Background: an optimization exercise with open tools, aiming at small area, a short achievable clock period and few clock cycles per item. Do not read the settings as production practice.
Where RTL was checked, it was by simulation tests only, not by an equivalence proof against the original.
Only the layout flow was run in run 1; the RTL was not checked for function there.

==> flow/design.v <==
`timescale 1ns / 1ps
`default_nettype none
module sha_eng1 (
		input wire clk,
		input wire [31:0] kn,            
		input wire r63, input wire ge48,
		input wire [255:0] iv,
		input wire [31:0] tail_m,
		output wire [255:0] h1           
	);
	function [31:0] rotr(input [31:0] x, input integer s);
		rotr = (x >> s) | (x << (32 - s));
	endfunction
	wire [31:0] iva = iv[31:0], ivb = iv[63:32], ivc = iv[95:64], ivd = iv[127:96];
	wire [31:0] ive = iv[159:128], ivf = iv[191:160], ivg = iv[223:192], ivh = iv[255:224];
	reg [31:0] a, b, c, d, e, f, g, hk;
	reg [31:0] w[0:15];
	wire [31:0] S1 = rotr(e, 6) ^ rotr(e, 11) ^ rotr(e, 25);
	wire [31:0] ch = (e & f) ^ (~e & g);
	wire [31:0] S0 = rotr(a, 2) ^ rotr(a, 13) ^ rotr(a, 22);
	wire [31:0] maj = (a & b) ^ (a & c) ^ (b & c);
	wire [31:0] t1s = hk ^ S1 ^ ch;
	wire [31:0] t1c = {((hk & S1) | (hk & ch) | (S1 & ch)), 1'b0};
	wire [31:0] es = t1s ^ t1c ^ d;
	wire [31:0] ec = {((t1s & t1c) | (t1s & d) | (t1c & d)), 1'b0};
	wire [31:0] e_new = es + ec;
	wire [31:0] as1 = t1s ^ t1c ^ S0;
	wire [31:0] ac1 = {((t1s & t1c) | (t1s & S0) | (t1c & S0)), 1'b0};
	wire [31:0] as2 = as1 ^ ac1 ^ maj;
	wire [31:0] ac2 = {((as1 & ac1) | (as1 & maj) | (ac1 & maj)), 1'b0};
	wire [31:0] a_new = as2 + ac2;
	wire [31:0] hsrc = r63 ? ivh : g;
	wire [31:0] hs1 = hsrc ^ kn ^ w[1];
	wire [31:0] hc1 = {((hsrc & kn) | (hsrc & w[1]) | (kn & w[1])), 1'b0};
	wire [31:0] hk_new = hs1 + hc1;
	wire [31:0] s0 = rotr(w[1], 7) ^ rotr(w[1], 18) ^ (w[1] >> 3);
	wire [31:0] s1 = rotr(w[14], 17) ^ rotr(w[14], 19) ^ (w[14] >> 10);
	wire [31:0] ws1 = s0 ^ s1 ^ w[9];
	wire [31:0] wc1 = {((s0 & s1) | (s0 & w[9]) | (s1 & w[9])), 1'b0};
	wire [31:0] ws2 = ws1 ^ wc1 ^ w[0];
	wire [31:0] wc2 = {((ws1 & wc1) | (ws1 & w[0]) | (wc1 & w[0])), 1'b0};
	wire [31:0] nw = ws2 + wc2;
	integer i;
	always @(posedge clk) begin
		a <= r63 ? iva : a_new;
		b <= r63 ? ivb : a;
		c <= r63 ? ivc : b;
		d <= r63 ? ivd : c;
		e <= r63 ? ive : e_new;
		f <= r63 ? ivf : e;
		g <= r63 ? ivg : f;
		hk <= hk_new;
		for (i = 0; i < 15; i = i + 1) w[i] <= w[i + 1];
		w[15] <= ge48 ? tail_m : nw;
	end
	assign h1 = {g, f, e, e_new, c, b, a, a_new};
endmodule
module sha_eng2 (
		input wire clk,
		input wire [31:0] kn,            
		input wire r0, input wire r62, input wire r63, input wire ge48,
		input wire [31:0] tail_m,
		input wire ld_en,
		input wire [255:0] ld_data,      
		input wire [31:0] conv_x,        
		output wire [255:0] digest
	);
	function [31:0] rotr(input [31:0] x, input integer s);
		rotr = (x >> s) | (x << (32 - s));
	endfunction
	localparam [31:0] IVA = 32'h6a09e667, IVB = 32'hbb67ae85, IVC = 32'h3c6ef372, IVD = 32'ha54ff53a;
	localparam [31:0] IVE = 32'h510e527f, IVF = 32'h9b05688c, IVG = 32'h1f83d9ab, IVH = 32'h5be0cd19;
	localparam [31:0] IVE_MINUS_A = 32'he7046c18;
	localparam [31:0] E0_MINUS_A0 = 32'h9cbf5a55;
	reg [31:0] a, b, c, d, e, f, g, h, hk;
	reg [31:0] w[0:15];
	wire [31:0] S1 = rotr(e, 6) ^ rotr(e, 11) ^ rotr(e, 25);
	wire [31:0] ch = (e & f) ^ (~e & g);
	wire [31:0] S0 = rotr(a, 2) ^ rotr(a, 13) ^ rotr(a, 22);
	wire [31:0] maj = (a & b) ^ (a & c) ^ (b & c);
	wire [31:0] t1s = hk ^ S1 ^ ch;
	wire [31:0] t1c = {((hk & S1) | (hk & ch) | (S1 & ch)), 1'b0};
	wire [31:0] es = t1s ^ t1c ^ d;
	wire [31:0] ec = {((t1s & t1c) | (t1s & d) | (t1c & d)), 1'b0};
	wire [31:0] e_new = es + ec;
	wire [31:0] as1 = t1s ^ t1c ^ S0;
	wire [31:0] ac1 = {((t1s & t1c) | (t1s & S0) | (t1c & S0)), 1'b0};
	wire [31:0] as2 = as1 ^ ac1 ^ maj;
	wire [31:0] ac2 = {((as1 & ac1) | (as1 & maj) | (ac1 & maj)), 1'b0};
	wire [31:0] a_new = as2 + ac2;
	wire [31:0] hsrc = r63 ? 32'd0 : r0 ? IVG : g;
	wire [31:0] hs1 = hsrc ^ kn ^ w[1];
	wire [31:0] hc1 = {((hsrc & kn) | (hsrc & w[1]) | (kn & w[1])), 1'b0};
	wire [31:0] hk_new = hs1 + hc1;
	wire [31:0] dop = r0 ? hk : c;
	wire [31:0] dx = r62 ? IVE_MINUS_A : r63 ? IVD : r0 ? E0_MINUS_A0 : 32'd0;
	wire [31:0] dsum = dop + dx;
	wire [31:0] s0 = rotr(w[1], 7) ^ rotr(w[1], 18) ^ (w[1] >> 3);
	wire [31:0] s1 = rotr(w[14], 17) ^ rotr(w[14], 19) ^ (w[14] >> 10);
	wire [31:0] ws1 = s0 ^ s1 ^ w[9];
	wire [31:0] wc1 = {((s0 & s1) | (s0 & w[9]) | (s1 & w[9])), 1'b0};
	wire [31:0] ws2 = ws1 ^ wc1 ^ w[0];
	wire [31:0] wc2 = {((ws1 & wc1) | (ws1 & w[0]) | (wc1 & w[0])), 1'b0};
	wire [31:0] nw = ws2 + wc2;
	wire [31:0] conv = w[2] + conv_x;
	integer i;
	always @(posedge clk) begin
		a <= r0 ? hk : a_new;
		e <= r0 ? dsum : e_new;
		b <= r0 ? IVA : a + (r63 ? IVB : 32'd0);
		c <= r0 ? IVB : b + (r63 ? IVC : 32'd0);
		d <= r0 ? IVC : dsum;
		f <= r0 ? IVE : e + (r63 ? IVF : 32'd0);
		g <= r0 ? IVF : f + (r63 ? IVG : 32'd0);
		h <= g + IVH;
		hk <= hk_new;
		w[0] <= w[1];
		w[1] <= conv;
		for (i = 2; i < 10; i = i + 1) w[i] <= ld_en ? ld_data[32*(i-2) +: 32] : w[i + 1];
		for (i = 10; i < 15; i = i + 1) w[i] <= w[i + 1];
		w[15] <= ge48 ? tail_m : nw;
	end
	assign digest = {h, g, f, e, d, c, b, a};
endmodule
`timescale 1ns / 1ps
`default_nettype none
module miner (
		input wire clk,
		input wire rst,
		input wire [255:0] X,
		input wire [95:0] Y,
		input wire [31:0] nonce_start,
		output reg hash_valid,
		output reg [255:0] hash,
		output reg [31:0] hash_nonce
	);
	function [31:0] flip(input [31:0] v);
		flip = {v[7:0], v[15:8], v[23:16], v[31:24]};
	endfunction
	localparam [2047:0] KTAB = {
		32'hc67178f2,
		32'hbef9a3f7,
		32'ha4506ceb,
		32'h90befffa,
		32'h8cc70208,
		32'h84c87814,
		32'h78a5636f,
		32'h748f82ee,
		32'h682e6ff3,
		32'h5b9cca4f,
		32'h4ed8aa4a,
		32'h391c0cb3,
		32'h34b0bcb5,
		32'h2748774c,
		32'h1e376c08,
		32'h19a4c116,
		32'h106aa070,
		32'hf40e3585,
		32'hd6990624,
		32'hd192e819,
		32'hc76c51a3,
		32'hc24b8b70,
		32'ha81a664b,
		32'ha2bfe8a1,
		32'h92722c85,
		32'h81c2c92e,
		32'h766a0abb,
		32'h650a7354,
		32'h53380d13,
		32'h4d2c6dfc,
		32'h2e1b2138,
		32'h27b70a85,
		32'h14292967,
		32'h06ca6351,
		32'hd5a79147,
		32'hc6e00bf3,
		32'hbf597fc7,
		32'hb00327c8,
		32'ha831c66d,
		32'h983e5152,
		32'h76f988da,
		32'h5cb0a9dc,
		32'h4a7484aa,
		32'h2de92c6f,
		32'h240ca1cc,
		32'h0fc19dc6,
		32'hefbe4786,
		32'he49b69c1,
		32'hc19bf174,
		32'h9bdc06a7,
		32'h80deb1fe,
		32'h72be5d74,
		32'h550c7dc3,
		32'h243185be,
		32'h12835b01,
		32'hd807aa98,
		32'hab1c5ed5,
		32'h923f82a4,
		32'h59f111f1,
		32'h3956c25b,
		32'he9b5dba5,
		32'hb5c0fbcf,
		32'h71374491,
		32'h428a2f98};
	reg [255:0] Xr;
	always @(posedge clk) Xr <= X;
	reg [5:0] phase;
	reg [31:0] k1, kd, k2;
	reg [1:0] primed;       
	reg [31:0] N;           
	reg valid_r;
	reg e1_r63, e1_ge48;
	reg e2_r0, e2_r62, e2_r63, e2_ge48;
	wire [5:0] phase_n = rst ? 6'd48 : phase + 6'd1;
	wire [5:0] kidx1 = phase + 6'd2;
	always @(posedge clk) begin
		phase <= phase_n;
		k1 <= rst ? KTAB[32*49 +: 32] : KTAB[32*kidx1 +: 32];
		kd <= k1;
		k2 <= (phase == 6'd0) ? 32'hfc08884d : (phase == 6'd63) ? 32'h307b5f59 : kd;
		e1_r63 <= (phase_n == 6'd63);
		e1_ge48 <= (phase_n >= 6'd48);
		e2_r0 <= (phase_n == 6'd2);
		e2_r62 <= (phase_n == 6'd0);
		e2_r63 <= (phase_n == 6'd1);
		e2_ge48 <= (phase_n >= 6'd50) || (phase_n < 6'd2);
		if (rst) begin
			primed <= 2'd0;
			valid_r <= 1'b0;
			N <= nonce_start;
		end else begin
			if (phase == 6'd0 && primed != 2'd3) primed <= primed + 2'd1;
			valid_r <= (phase == 6'd1) && (primed == 2'd3);
			if (valid_r) N <= N + 32'd1;
		end
	end
	wire [31:0] n1 = N + {30'd0, primed[1], primed[0] & ~primed[1]};
	reg [31:0] m1;
	always @(*) begin
		case (phase[3:0])
			4'd0: m1 = flip(Y[31:0]);
			4'd1: m1 = flip(Y[63:32]);
			4'd2: m1 = flip(Y[95:64]);
			4'd3: m1 = flip(n1);
			4'd4: m1 = 32'h80000000;
			4'd15: m1 = 32'h00000280;
			default: m1 = 32'd0;
		endcase
	end
	wire [3:0] r2lo = phase[3:0] - 4'd2;
	wire [31:0] m2 = (r2lo == 4'd8) ? 32'h80000000 : (r2lo == 4'd15) ? 32'h00000100 : 32'd0;
	wire [31:0] conv_x = (phase < 6'd8) ? Xr[32*phase[2:0] +: 32] : 32'd0;
	wire [255:0] h1, st2;
	sha_eng1 eng1(.clk(clk), .kn(k1), .r63(e1_r63), .ge48(e1_ge48),
		.iv(Xr), .tail_m(m1), .h1(h1));
	sha_eng2 eng2(.clk(clk), .kn(k2), .r0(e2_r0), .r62(e2_r62), .r63(e2_r63), .ge48(e2_ge48),
		.tail_m(m2), .ld_en(e1_r63), .ld_data(h1), .conv_x(conv_x), .digest(st2));
	integer j;
	always @(*) begin
		hash_valid = valid_r;
		hash_nonce = N;
		for (j = 0; j < 8; j = j + 1) hash[32*j +: 32] = flip(st2[32*j +: 32]);
	end
endmodule
==> flow/run.sh <==
#!/bin/bash
# synth_recipe.tcl (not shown) runs the flow's synth.tcl, then flattens the netlist and writes it again
# the make line also repeats each setting of config.mk as NAME=value (left out here)
make -C /OpenROAD-flow-scripts/flow DESIGN_CONFIG=/design/flow/config.mk WORK_HOME=/design/flow/orfs CLKGATE_MAP_FILE= SYNTH_SCRIPT=/design/flow/synth_recipe.tcl finish
==> flow/config.mk <==
export PLATFORM = sky130hd
export DESIGN_NAME = miner
export DESIGN_NICKNAME = miner
export VERILOG_FILES = /design/flow/design.v
export SDC_FILE = /design/flow/constraint.sdc
export NUM_CORES = 4
export LEC_CHECK = 0
export CAP_MARGIN = 20
export CORE_MARGIN = 2
export CORE_UTILIZATION = 35
export PLACE_DENSITY = 0.5
export SETUP_SLACK_MARGIN = 5
export SLEW_MARGIN = 20
==> flow/constraint.sdc <==
create_clock -name core_clock -period 11.0 [get_ports {clk}]
set_input_delay 2.2000 -clock core_clock [delete_from_list [all_inputs] [get_ports {clk}]]
set_output_delay 2.2000 -clock core_clock [all_outputs]
set_load 0.01 [all_outputs]
==> run notes, run 1 <==
Skew-Pair Late Insertion Delay=0.90 ns; Clock Skew=0.08039 ns; biggest area consumer among synthesized cells=dfxtp_1; worst r2r path cells=17; vias in the first global route=66.10k; Ys Warns=5; core area=0.2592 mm²; htree depth=4; Avg Cell Area, Syn=10.65 µm²; Hold Buf Count CTS=0; Reg-to-Reg Start=eng1.e[27]; final critical-path required period=5.994 ns; Max-Cap Viols=0; Crit-path slowest cell=dfxtp_1; Cells after Synth=8563; relative slew slack=18.15%; layout cell share with drive strength beyond 1=12.61%; setup slack, reg-to-reg=5.01 ns; gpl congestion=0.9411; CTS tree=built; Core Util, Final=42.26%; Tightest Pin Transition=1.228 ns; WHS Endpoint=eng1.w[1][18]; Worst Setup End Kind=flip-flop; Fmax=0.1668 GHz; Starting Density=35.17%; pin count of the biggest net entering global routing=156; first-pass GRT wire length=495800 µm; Hold Crit Depth=0; DP Area=0.1016 mm²; ys flop type=dfxtp_1; CTS sink cnt=1967; Area contributors post-synth=dfxtp_1 42%, fa_1 9.6%, mux2_2 6.9%; Yosys top cell area share=42.49%; Slew Viols, Final=0; share of synthesized registers carrying an async set or reset=0%; critical path's largest stage delay=0.63 ns; Rows=187; met3 routed WL=20460 µm; Post-synth EDFFs=32; r2r endpoint=eng1.a[30]; Placement Setup Slack=4.597 ns; worst hold path type=flip-flop to flip-flop; syn nets=9787; Post-Route WL=355000 µm; wire per inst=27.81 µm; initial drt markers=5628; RSZ-0062 raised after global routing=no; io pins=675; TritonCTS Buffers=213; die width=514.4 µm; Syn-to-layout area delta=20.17%; # port buffers=674; Largest regs=eng1.w x512, eng2.w x512, Xr x256; Remaining Overflow, GRT=0; final hold vios=0; Nets=10.39k; hold path startpoint=eng1.w[2][18]; sequential fraction of the synthesis area=43.54%; CP arrival=6.75 ns; Crit Path Category=flip-flop to flip-flop; period utilization=54.49%; clock-pin slew on the worst setup and hold paths=0.07 ns; chain of cells forming the critical path=xnor2_1, xnor2_1, fa_1, inv_1, fa_1, inv_1, fa_1, ha_1, a21o_1, a21oi_1, o21ai_0, a21oi_2, o211ai_1, a2111oi_2, o21ai_0, mux2i_1, nand2_1; most frequent cell after synthesis=dfxtp_1; status=timing/DRC/antenna clean; Post-DP HPWL=289500 µm; remaining antenna violation count=0; maximum clock path buffer count=3; Remaining DRCs=0; cell mode on critical path=fa_1; Top Metal Used=met5; number of distinct library cells after synthesis=90; first-pass iteration count of the detailed router=6; top cells by count, synth=1935 x dfxtp_1, 719 x inv_1, 682 x xnor2_1; CP Data Required Time=11.75 ns; vias per cell=5.153; Root Driver=clkbuf_16; vias=65.78k; wire length on met1=163200 µm; Die Height=514.4 µm; Die Footprint=0.2646 mm²; GRT Util Overall=26.25%; antenna violations before repair=21; final setup fails=0; setup TNS=0 ns; Yosys reg bits=1967; setup ws final=5.006 ns; DR WL met2=161700 µm; Worst Setup Start Kind=flip-flop; Crit. Startpoint=eng1.e[27]; Post-Syn Area=0.09117 mm²; post-route cell area=0.1096 mm²; CP Max Fanout=6
-- per-stage QoR --
step	cells	hold slack [ns]
6_report	12770	0.2816
3_5_place_dp	12350	0.3121
5_1_grt	12750	0.2946
4_1_cts	12750	0.2851
2_1_floorplan	8563	0.3096
3_3_place_gp	12350	0.3098
-- how the worst max path moves through the flow --
stage | to | cells after the start
after floorplan | eng2.hk[30] | 16
after global placement | eng1.a[30] | 18
after detailed placement | eng1.a[30] | 18
after CTS | eng2.a[31] | 19
after global routing | eng1.hk[28] | 14
final | eng1.a[30] | 17
-- timing repair --
action / 4_1_cts / 5_1_grt
hold endpoints to repair: 0 / 0
buffers inserted: 0 / 2
endpoints found under the setup margin: 14 / 28
gates cloned: 0 / 0
resized for setup: 7 / 14
pin swaps: 0 / 1
-- kinds of logic after synthesis --
family	Yosys count	synth area share, %
flip-flops	1967	43.54
adder cells (fa/ha/maj)	900	15.80
XOR/XNOR	970	9.318
buffers and inverters	1091	4.496
AO/OA/AOI/OAI	1499	10.54
multiplexers	648	8.768
AND/OR/NAND/NOR	1488	7.544
-- placed cells by master (no fill, tap or decap), drive strengths merged, types with 34 or more instances in the layout --
cell type / count
a211oi: 49
a21boi: 34
a21o: 156
a21oi: 411
a31oi: 59
and3: 58
buf: 87
clkbuf: 280
clkdlybuf4s50: 673
clkinv: 52
dfxtp: 1935
fa: 439
ha: 399
inv: 734
maj3: 62
mux2: 555
mux4: 65
nand2: 500
nand2b: 64
nand3: 131
nand4: 50
nor2: 382
nor2b: 53
nor3: 104
o211ai: 35
o21a: 49
o21ai: 374
o21bai: 51
or3: 39
xnor2: 682
xor2: 288
-- routing by layer --
layer  global-route usage, %  vias to the layer above
met2                   42.15                     2321
li1                        -                    30180
met4                   7.084                        2
met1                   36.64                    32890
met5                       0                        -
met3                   3.917                      390
-- area by class of cell --
cell class,count,area (µm²)
inverters,721,2708
flip-flops and latches,1967,39730
diodes,14,35.03
multi-input cells,5505,47560
clock buffers,279,6023
well taps,3402,4257
clock inverters,116,1814
repair buffers,761,7438
fillers,24790,149700
-- worst max-delay path: cells and delay by family, from the launching register on --
family	cells	cell delay (ns)
mux	1	0.22
flops	1	0.63
fa+ha+maj	4	1.80
simple gates	1	0.07
xor+xnor	2	0.79
buf+inv	2	0.22
compound gates	7	2.14
==> run 2: changes to the inputs <==
--- a/flow/design.v
+++ b/flow/design.v
@@ -202,8 +202,7 @@
 		32'hb5c0fbcf,
 		32'h71374491,
 		32'h428a2f98};
-	reg [255:0] Xr;
-	always @(posedge clk) Xr <= X;
+	wire [255:0] Xr = X;
 	reg [5:0] phase;
 	reg [31:0] k1, kd, k2;
 	reg [1:0] primed;       
==> run 2 against run 1 <==
- area after synthesis fell by 5.9%
- clock skew is 0.032 ns lower
- synthesized cell count decreased by 3.0%
- die area fell by 5.8%
- maximum frequency up 0.63%
- register-to-register slack gained 0.04 ns
- wire length decreased by 3.6%
- sequential share of layout area shrank 2.7 points
- first-iteration DRC count up 3.8%
- critical path type unchanged
==> run notes, run 2 <==
status=timing/DRC/antenna clean; chain of cells forming the critical path=xnor2_1, fa_1, inv_1, fa_1, inv_1, fa_1, ha_1, a21oi_1, o21ai_1, o21ba_2, a311oi_4, buf_12, a21oi_2, a221o_1, a211o_1, nor4bb_1, or3_1; antenna violations before repair=40 (+90%); Fmax=0.1679 GHz (+0.63%); period utilization=54.15% (-0.34 points); vias in the first global route=64.44k (-2.5%); most frequent cell after synthesis=dfxtp_1; Syn-to-layout area delta=20.22% (about the same); Cells after Synth=8304 (-3.0%); Tightest Pin Transition=1.122 ns (-0.1062 ns); RSZ-0062 raised after global routing=yes; core area=0.2435 mm² (-6.1%); met2 global-route usage=42.31% (+0.16 points); # port buffers=674 (unchanged); Worst Setup Start Kind=flip-flop; Hold Crit Depth=0 (unchanged); post-synthesis mux area share=8.921% (+0.15 points); Post-synth EDFFs=32 (unchanged); syn nets=9528 (-2.6%); initial drt markers=5844 (+3.8%); worst hold path type=flip-flop to flip-flop; cell mode on critical path=fa_1; io pins=675 (unchanged); first-pass iteration count of the detailed router=7 (+1); Crit-path slowest cell=dfxtp_1; biggest area consumer among synthesized cells=dfxtp_1; main combinational cell family by area after synthesis=adder cells; ys flop type=dfxtp_1; CTS sink cnt=1711 (-13%); met1 Resource Use GR=38.12% (+1.5 points); final hold vios=0 (unchanged); Crit Path Category=flip-flop to flip-flop; CTS tree=built; Clock Skew=0.04826 ns (-0.03213 ns); Die Footprint=0.2492 mm² (-5.8%); final critical-path required period=5.956 ns (-0.03759 ns); Worst Setup End Kind=flip-flop; Skew-Pair Late Insertion Delay=0.87 ns (-0.03 ns); setup TNS=0 ns (unchanged); Yosys reg bits=1711 (-13%); Max-Cap Viols=0 (unchanged); vias=64.54k (-1.9%); dpl cells=11.94k (-3.4%); commonest non-fill, non-tap cell in the layout=dfxtp_1; layout cell share with drive strength beyond 1=12.37% (-0.24 points); Post-Synth Simple-Gate Area=8.376% (+0.83 points); post-route cell area=0.1032 mm² (-5.8%); wire per inst=27.82 µm (about the same); share of synthesized registers carrying an async set or reset=0% (unchanged); Ys Warns=5 (unchanged); Slew Viols, Final=0 (unchanged); CP Data Required Time=11.71 ns (-0.04 ns); Largest regs=eng1.w x512, eng2.w x512; DP Area=0.09626 mm² (-5.2%); most frequent cells in the layout=1668 x dfxtp_1, 708 x inv_1, 675 x xnor2_1; Die Height=499.2 µm (-3.0%); CP Max Fanout=6 (unchanged); GRT Util Overall=26.88% (+0.62 points); XOR/XNOR Fraction of Synth Area=9.787% (+0.47 points); worst r2r path cells=17 (unchanged); gpl congestion=0.9644 (+2.5%); Remaining DRCs=0 (unchanged); Root Driver=clkbuf_16; post-synthesis adder-cell area fraction=16.79% (+1.0 points); TritonCTS Buffers=192 (-9.9%); first-pass GRT wire length=480600 µm (-3.1%); critical path's largest stage delay=0.81 ns (+0.18 ns); relative slew slack=25.23% (+7.1 points); Yosys top cell area share=39.16% (-3.3 points); Area contributors post-synth=dfxtp_1 39%, fa_1 10%, mux2_2 7.0%; GR Util met3=4.001% (+0.084 points); CP arrival=6.67 ns (-0.08 ns); number of distinct library cells after synthesis=92 (+2.2%); non-filler cells, final=12.31k (-3.6%); Avg Cell Area, Syn=10.34 µm² (-2.9%); vias per cell=5.244 (+1.8%); final setup fails=0 (unchanged); Remaining Overflow, GRT=0 (unchanged); Nets=10.16k (-2.3%); maximum clock path buffer count=3 (unchanged); Post-Route WL=342300 µm (-3.6%); Final Hold Slack=0.3036 ns (+0.02202 ns); remaining antenna violation count=0 (unchanged); clock-pin slew on the worst setup and hold paths=0.06 ns (about the same); Post-DP HPWL=273100 µm (-5.7%); GR peak layer=met2; die width=499.2 µm (-3.0%); top cells by count, synth=1679 x dfxtp_1, 709 x inv_1, 679 x xnor2_1; pin count of the biggest net entering global routing=121 (-22%); Rows=181 (-3.2%); Post-Syn Area=0.08582 mm² (-5.9%); complex-gate fraction of the synthesized area=11.13% (+0.59 points); htree depth=4 (unchanged); sequential fraction of the synthesis area=40.28% (-3.3 points); Starting Density=35.25% (+0.083 points)
[run 2: changes by cell type after synthesis, moves of 17 or more]
| cell | change |
|---|---|
| clkbuf_1 | -18 |
| nand2_1 | +56 |
| a21oi_1 | -28 |
| nand4_1 | -17 |
| o21ai_1 | +89 |
| o21ai_0 | -98 |
| mux2_2 | -22 |
| dfxtp_1 | -256 |
[run 2: layer usage]
metal	routed length (µm)	up-vias	share of wire, %
li1	-	29380	-
met1	156700	32270	46
met2	152600	2473	45
met3	23330	406	6.8
met4	9641	8	2.8
met5	55	-	0.016
[run 2: per-stage QoR]
step	worst slack [ns]	utilization (%)
detailed placement	4.241	39.54
CTS	5.038	42.34
floorplan	5.630	-
global placement	3.777	39.54
global route	4.897	42.37
finish	5.044	42.38
[run 2: cells by family after synthesis]
family | Yosys count
adders and majority gates | 901
DFF | 1711
AOI/OAI and AO/OA | 1482
muxes | 618
and+or+nand+nor | 1556
xor gates and xnor gates | 959
buffers and inverters | 1077
[run 2: worst max-delay path: cells and delay by family (launching register included)]
family | cells | cell delay (ns)
buffers and inverters | 3 | 0.29
AO/OA/AOI/OAI | 7 | 1.82
XOR/XNOR | 1 | 0.41
AND/OR/NAND/NOR | 2 | 0.55
adder cells (fa/ha/maj) | 4 | 1.88
flip-flops | 1 | 0.81
[run 2: cell type report]
| cell class | count | area (µm²) |
|---|---|---|
| clock buffer | 259 | 5468 |
| sequential | 1711 | 34600 |
| multi-input combinational | 5516 | 47370 |
| timing repair buffer | 797 | 7729 |
| fill | 23460 | 140300 |
| clock inverter | 93 | 1280 |
| inverter | 715 | 2686 |
| antenna | 14 | 35.03 |
| tap | 3202 | 4006 |
[run 2: worst paths after layout]
path	from	to	slack, ns
max	eng1.e[28]	eng1.a[30]	5.04
min	eng1.w[7][5]	eng1.w[6][5]	0.30
max reg2reg	eng1.e[28]	eng1.a[30]	5.04
min reg2reg	eng1.w[7][5]	eng1.w[6][5]	0.30
[run 2: what timing repair did]
action	in CTS	in global routing
pin swaps	2	1
hold endpoints to repair	0	0
gates resized for setup	2	12
endpoints found under the setup margin	9	22
hold buffers	0	0
buffers inserted	3	0
Testbench counts of run 2, summed over its fixed seeds: cycles 21,136, items 320.

==> re-timing with driven ports <==
The flow's constraints put no driver on any port. The routed layouts listed below were extracted and timed again, unchanged, in two steps. Step 1, drivers: a clkbuf_16 drives clk and a buf_2 each remaining input, both assumed. Step 2 moves the port delays by t, midway between the first and last clock arrival at a register: inputs arrive t later, outputs are due t later. That takes back most of the time a late clock gives input paths. a / b / c = no drivers / after step 1 / after step 2; a / b = the first two.
| run | t (ns) | slack for setup (ns) | cell pins on the clock port's net |
|---|---|---|---|
| run 1 | 0.958 | 5.006 / 5.006 / 5.006 | 1 |
| run 2 | 0.953 | 5.044 / 5.044 / 4.282 | 1 |
After both steps every run listed still meets setup and hold. The setup slack of run 2, which loses most, moves by 0.000 ns with the drivers and by -0.762 ns with both steps.
